Source: an optimization exercise on an open RTL-to-GDS flow (aim: small area, a short achievable clock period and few clock cycles). Production flows keep margins and buffers that such runs may drop.
Only simulation tests tie the RTL to the original design; equivalence was not proved.
No activity file was given, so power comes from the tool's default toggle rates.

== run A ==
Design DATAPATH, start of the top module:
module DATAPATH(Product, done, clk, multiplicand, multiplier, start, rst);
Size: about 64 flip-flops, roughly 8600 µm² of cells after synthesis.
export LEC_CHECK = 0
export ABC_AREA = 1
export CAP_MARGIN = 20
export CORE_MARGIN = 2
export CORE_UTILIZATION = 40
export CTS_BUF_LIST = sky130_fd_sc_hd__clkbuf_4 sky130_fd_sc_hd__clkbuf_8
export CTS_CLUSTER_SIZE = 30
export GPL_ROUTABILITY_DRIVEN = 0
export SLEW_MARGIN = 20
export SYNTH_HIERARCHICAL = 1
export SYNTH_MINIMUM_KEEP_SIZE = 0
create_clock -name core_clock -period 4.0 [get_ports {clk}]
standard.sh (not shown) runs the stock make flow with config.mk's settings and CLKGATE_MAP_FILE= SYNTH_SCRIPT=/design/flow/synth_recipe.tcl, a recipe that flattens the netlist after the stock synthesis.
==> flow/flow/run.sh <==
#!/bin/bash
# Standard layout, with plain buffers (instead of delay buffers) on the ports.
set -euo pipefail
export BUFFER_PORTS_ARGS="-buffer_cell sky130_fd_sc_hd__buf_2"
bash standard.sh > standard.log 2>&1
Testbench counts of run A, summed over its fixed seeds: cycles 2,400.
Modified inputs, run B compared to run A
- CTS_CLUSTER_SIZE: 30 -> unset
- GPL_ROUTABILITY_DRIVEN: 0 -> unset
- CTS_BUF_LIST: sky130_fd_sc_hd__clkbuf_4 sky130_fd_sc_hd__clkbuf_8 -> unset
- CORE_UTILIZATION: 40 -> 60
### Flow results
- Run B completed; timing, DRC and antenna clean
- Run B reports a higher worst hold slack than run A does.
- Delay of the slowest cell on the worst path in run B is 170 ps higher than in run A
- Of run A and run B, the run reporting the lower number of non-clock buffers in the layout was run B.
- Status: first-iteration DRC count parity (run A, run B)
### run B -> run C
- CORE_UTILIZATION now 40, was 60
- CTS_CLUSTER_SIZE now 30, previously not set
- CTS_BUF_LIST now sky130_fd_sc_hd__clkbuf_4 sky130_fd_sc_hd__clkbuf_8, previously not set
- PLACE_DENSITY now 0.75, previously not set
==> flow/flow/run.sh <==
#!/bin/bash
# Standard layout, with plain buffers (instead of delay buffers) on the ports.
set -euo pipefail
export BUFFER_PORTS_ARGS="-buffer_cell sky130_fd_sc_hd__buf_1"
bash standard.sh > standard.log 2>&1
Findings:
- On number of vias in the routed layout, the lower figure sits with run B, not run C.
- Comparing setup slack after placement for run B and run C, the bigger number came from run C.
- Comparing final area for run B and run C, the smaller number came from run B.
Changes in run D relative to run C:
- swapping 40 for 60 in CORE_UTILIZATION
- clearing PLACE_DENSITY, which used to be 0.75
==> flow/run.sh (new file) <==
#!/bin/bash
# synth_recipe.tcl (not shown) runs the flow's synth.tcl, then flattens the netlist and writes it again
# the make line also repeats each setting of config.mk as NAME=value (left out here)
make -C /OpenROAD-flow-scripts/flow DESIGN_CONFIG=/design/flow/config.mk WORK_HOME=/design/flow/orfs CLKGATE_MAP_FILE= SYNTH_SCRIPT=/design/flow/synth_recipe.tcl finish
removed: flow/flow/run.sh
removed: flow/standard.sh
--- outcome ---
Changes observed in run D relative to run C: maximum operating frequency dropped 5.7%, critical path arrival increased 220 ps. Final area (lower): run C. Run D vs run C, total of fill cells in the finished design went down by 49%. Taking run C as the reference point, the non-clock buffer count of run D rises by about 26%. The switching power as a share of total power reported for run D is smaller than that of run C by 4.0 points. Compared with run C, run D shows met2 wire length that has gone up by a few percent. Run D | status: complete | timing, DRC, antenna: pass.

* * *

build 10:
DATAPATH again, from the RTL that the note above started with.
export LEC_CHECK = 0
export ABC_AREA = 1
export CAP_MARGIN = 20
export CORE_MARGIN = 2
export CORE_UTILIZATION = 50
export CTS_BUF_LIST = sky130_fd_sc_hd__clkbuf_4 sky130_fd_sc_hd__clkbuf_8
export CTS_CLUSTER_SIZE = 30
export SLEW_MARGIN = 20
export SYNTH_HIERARCHICAL = 1
export SYNTH_MINIMUM_KEEP_SIZE = 0
create_clock -name core_clock -period 4.0 [get_ports {clk}]
==> flow/flow/run.sh <==
#!/bin/bash
# Standard layout, with plain buffers (instead of delay buffers) on the ports.
set -euo pipefail
export BUFFER_PORTS_ARGS="-buffer_cell sky130_fd_sc_hd__buf_2"
bash standard.sh > standard.log 2>&1
Testbench counts of build 10, summed over its fixed seeds: cycles 2,400.
Edits applied to the flow inputs when going from build 10 to build 28:
# build 10
export LEC_CHECK = 0
export ABC_AREA = 1
export CAP_MARGIN = 20
export CORE_MARGIN = 2
export CORE_UTILIZATION = 50
export CTS_BUF_LIST = sky130_fd_sc_hd__clkbuf_4 sky130_fd_sc_hd__clkbuf_8
export CTS_CLUSTER_SIZE = 30
export SLEW_MARGIN = 20
export SYNTH_HIERARCHICAL = 1
export SYNTH_MINIMUM_KEEP_SIZE = 0
create_clock -name core_clock -period 4.0 [get_ports {clk}]
# build 28
export LEC_CHECK = 0
export ABC_AREA = 1
export CAP_MARGIN = 20
export CORE_MARGIN = 2
export CORE_UTILIZATION = 40
export CTS_BUF_LIST = sky130_fd_sc_hd__clkbuf_4 sky130_fd_sc_hd__clkbuf_8
export CTS_CLUSTER_SIZE = 30
export PLACE_DENSITY = 0.9
export SLEW_MARGIN = 20
export SYNTH_HIERARCHICAL = 1
export SYNTH_MINIMUM_KEEP_SIZE = 0
create_clock -name core_clock -period 4.0 [get_ports {clk}]
==> summary.txt <==
- Build 28 vs build 10: power up slightly
- Taking build 10 as the reference, in build 28 part of the total power dissipated in combinational logic has remained practically unchanged, core footprint picked up an extra 23%.
- Build 28 vs. build 10: sequential cell area share flat, net total in the final layout fell 10.
- Compare build 28 and build 10 | horizontal extent of the die lower: build 10
- Looking at critical-path cell with the highest stage delay, the sky130_fd_sc_hd__edfxtp_1 result is from build 10; the sky130_fd_sc_hd__fa_1 one comes from build 28.
- The total met3 wirelength after detailed routing of build 28 is higher than that of build 10.
- Compare build 28 and build 10 | placed cell count higher: build 28
- Of build 28 and build 10, build 10 shows the higher global-route usage, with build 28 below it.
- In the tables for build 28 and build 10, DRC violation total after the first TritonRoute iteration reads lower with build 10.
- Transition time at the pin with the least slew margin: build 28 < build 10
For build 20, these inputs were changed with respect to build 28:
# build 28
export LEC_CHECK = 0
export ABC_AREA = 1
export CAP_MARGIN = 20
export CORE_MARGIN = 2
export CORE_UTILIZATION = 40
export CTS_BUF_LIST = sky130_fd_sc_hd__clkbuf_4 sky130_fd_sc_hd__clkbuf_8
export CTS_CLUSTER_SIZE = 30
export PLACE_DENSITY = 0.9
export SLEW_MARGIN = 20
export SYNTH_HIERARCHICAL = 1
export SYNTH_MINIMUM_KEEP_SIZE = 0
create_clock -name core_clock -period 4.0 [get_ports {clk}]
# build 20
export LEC_CHECK = 0
export ABC_AREA = 1
export CAP_MARGIN = 20
export CORE_MARGIN = 2
export CORE_UTILIZATION = 60
export CTS_BUF_LIST = sky130_fd_sc_hd__clkbuf_4 sky130_fd_sc_hd__clkbuf_8
export CTS_CLUSTER_SIZE = 30
export PLACE_DENSITY = 0.75
export SLEW_MARGIN = 20
export SYNTH_HIERARCHICAL = 1
export SYNTH_MINIMUM_KEEP_SIZE = 0
create_clock -name core_clock -period 4.0 [get_ports {clk}]
Notes after the runs:
- Any difference in number of global-route vias before repair between build 20 and build 28 is small enough to ignore.
- | number of buffers other than clock buffers in the final layout | build 20 vs build 28 | 3 higher |
- For net count of the finished layout, build 28 and build 20 come out practically identical.
- Build 20 ends up with a final-layout clock buffer total that is 1 higher than in build 28.
- Build 20 has switching share of total power below what build 28 had.
## Diff of input files: build 91 against build 20
# build 20
export LEC_CHECK = 0
export ABC_AREA = 1
export CAP_MARGIN = 20
export CORE_MARGIN = 2
export CORE_UTILIZATION = 60
export CTS_BUF_LIST = sky130_fd_sc_hd__clkbuf_4 sky130_fd_sc_hd__clkbuf_8
export CTS_CLUSTER_SIZE = 30
export PLACE_DENSITY = 0.75
export SLEW_MARGIN = 20
export SYNTH_HIERARCHICAL = 1
export SYNTH_MINIMUM_KEEP_SIZE = 0
create_clock -name core_clock -period 4.0 [get_ports {clk}]
# build 91
export LEC_CHECK = 0
export ABC_AREA = 1
export CAP_MARGIN = 20
export CORE_MARGIN = 2
export CORE_UTILIZATION = 30
export CTS_BUF_LIST = sky130_fd_sc_hd__clkbuf_4 sky130_fd_sc_hd__clkbuf_8
export CTS_CLUSTER_SIZE = 30
export SLEW_MARGIN = 20
export SYNTH_HIERARCHICAL = 1
export SYNTH_MINIMUM_KEEP_SIZE = 0
create_clock -name core_clock -period 4.0 [get_ports {clk}]
Notes after the runs:
- Build 91 went all the way through the flow, and no timing, DRC or antenna check failed.
- Power dissipated in sequential cells: build 20 vs build 91 — no meaningful difference
- Summary — part of the power in combinational logic, build 91 relative to build 20: higher, by 0.2 points.
- Higher global-route usage among build 91 and build 20: build 20
- Buffer count excluding the clock tree in the final layout: build 91 > build 20
- Compared with build 20, build 91 shows total chip power lower by 0.41%.
Input-level comparison between build 37 and build 91:
# build 91
export LEC_CHECK = 0
export ABC_AREA = 1
export CAP_MARGIN = 20
export CORE_MARGIN = 2
export CORE_UTILIZATION = 30
export CTS_BUF_LIST = sky130_fd_sc_hd__clkbuf_4 sky130_fd_sc_hd__clkbuf_8
export CTS_CLUSTER_SIZE = 30
export SLEW_MARGIN = 20
export SYNTH_HIERARCHICAL = 1
export SYNTH_MINIMUM_KEEP_SIZE = 0
create_clock -name core_clock -period 4.0 [get_ports {clk}]
# build 37
export LEC_CHECK = 0
export ABC_AREA = 1
export CAP_MARGIN = 20
export CORE_MARGIN = 2
export CORE_UTILIZATION = 40
export CTS_BUF_LIST = sky130_fd_sc_hd__clkbuf_4 sky130_fd_sc_hd__clkbuf_8
export CTS_CLUSTER_SIZE = 30
export PLACE_DENSITY = 0.45
export SLEW_MARGIN = 20
export SYNTH_HIERARCHICAL = 1
export SYNTH_MINIMUM_KEEP_SIZE = 0
create_clock -name core_clock -period 4.0 [get_ports {clk}]
### Flow results
Result: PASS for each of build 37 and build 91
Average wire per standard cell (build 37 / build 91): 1.15
Build 37 ends up with a global-route usage that is 6.4 points higher than in build 91.
Per the comparison of build 37 with build 91, sum of routed wire length over all layers went up, sequential group share of total power comparable.
Build 37 — global-route wire length before repair 5.5% higher, build 91 as reference
Diff build 91 -> build 37: area after synthesis about even; fraction of final layout cells sized beyond drive strength 1 rose 0.36 points; overall power consumption rose about 0.7%.
Re number of buffers other than clock buffers in the final layout: build 37 is about 3.3% up on build 91.
In build 37, top achievable clock speed is lower than in build 91.
Total count of max-transition violations in the final report essentially unchanged between build 91 and build 37.

-- what the ideal ports hide --
No port has a modelled driver above. Below, the same layouts with a new extraction and two added sets of constraints.
Step 1 assumes that a clkbuf_16 drives the clock port and a buf_2 every other input.
Step 2 moves the port delays by t, midway between the first and last clock arrival at a register: inputs arrive t later, outputs are due t later. That takes back most of the time a late clock gives input paths.
Three values: no drivers, after step 1, after step 2; two values: the first two.
run | t, ns | setup slack, ns | latest minus earliest clock arrival (ns) | slew at the worst register clock pin (ns) | pins driven straight from the clock port
run A | 0.405 | 0.346 / 0.307 / -0.003 | 0.010 / 0.010 | 0.07 / 0.07 | 1
run B | 0.381 | 0.219 / 0.243 / -0.138 | 0.010 / 0.010 | 0.06 / 0.06 | 1
run C | 0.404 | 0.281 / 0.296 / -0.109 | 0.013 / 0.013 | 0.08 / 0.08 | 1
run D | 0.398 | 0.055 / 0.069 / -0.329 | 0.008 / 0.008 | 0.07 / 0.07 | 1
build 10 | 0.398 | 0.331 / 0.292 / -0.013 | 0.013 / 0.013 | 0.08 / 0.08 | 1
build 28 | 0.414 | 0.262 / 0.262 / -0.152 | 0.009 / 0.009 | 0.08 / 0.08 | 1
build 20 | 0.406 | 0.267 / 0.253 / -0.127 | 0.016 / 0.016 | 0.08 / 0.08 | 1
build 91 | 0.408 | 0.359 / 0.338 / -0.036 | 0.008 / 0.008 | 0.08 / 0.08 | 1
build 37 | 0.414 | 0.092 / 0.104 / -0.310 | 0.013 / 0.013 | 0.09 / 0.09 | 1
With both steps, setup timing fails in every run listed, where it was met with ideal ports. For build 28, which loses most, drivers alone change the setup slack by 0.000 ns; drivers and shift together by -0.414 ns.
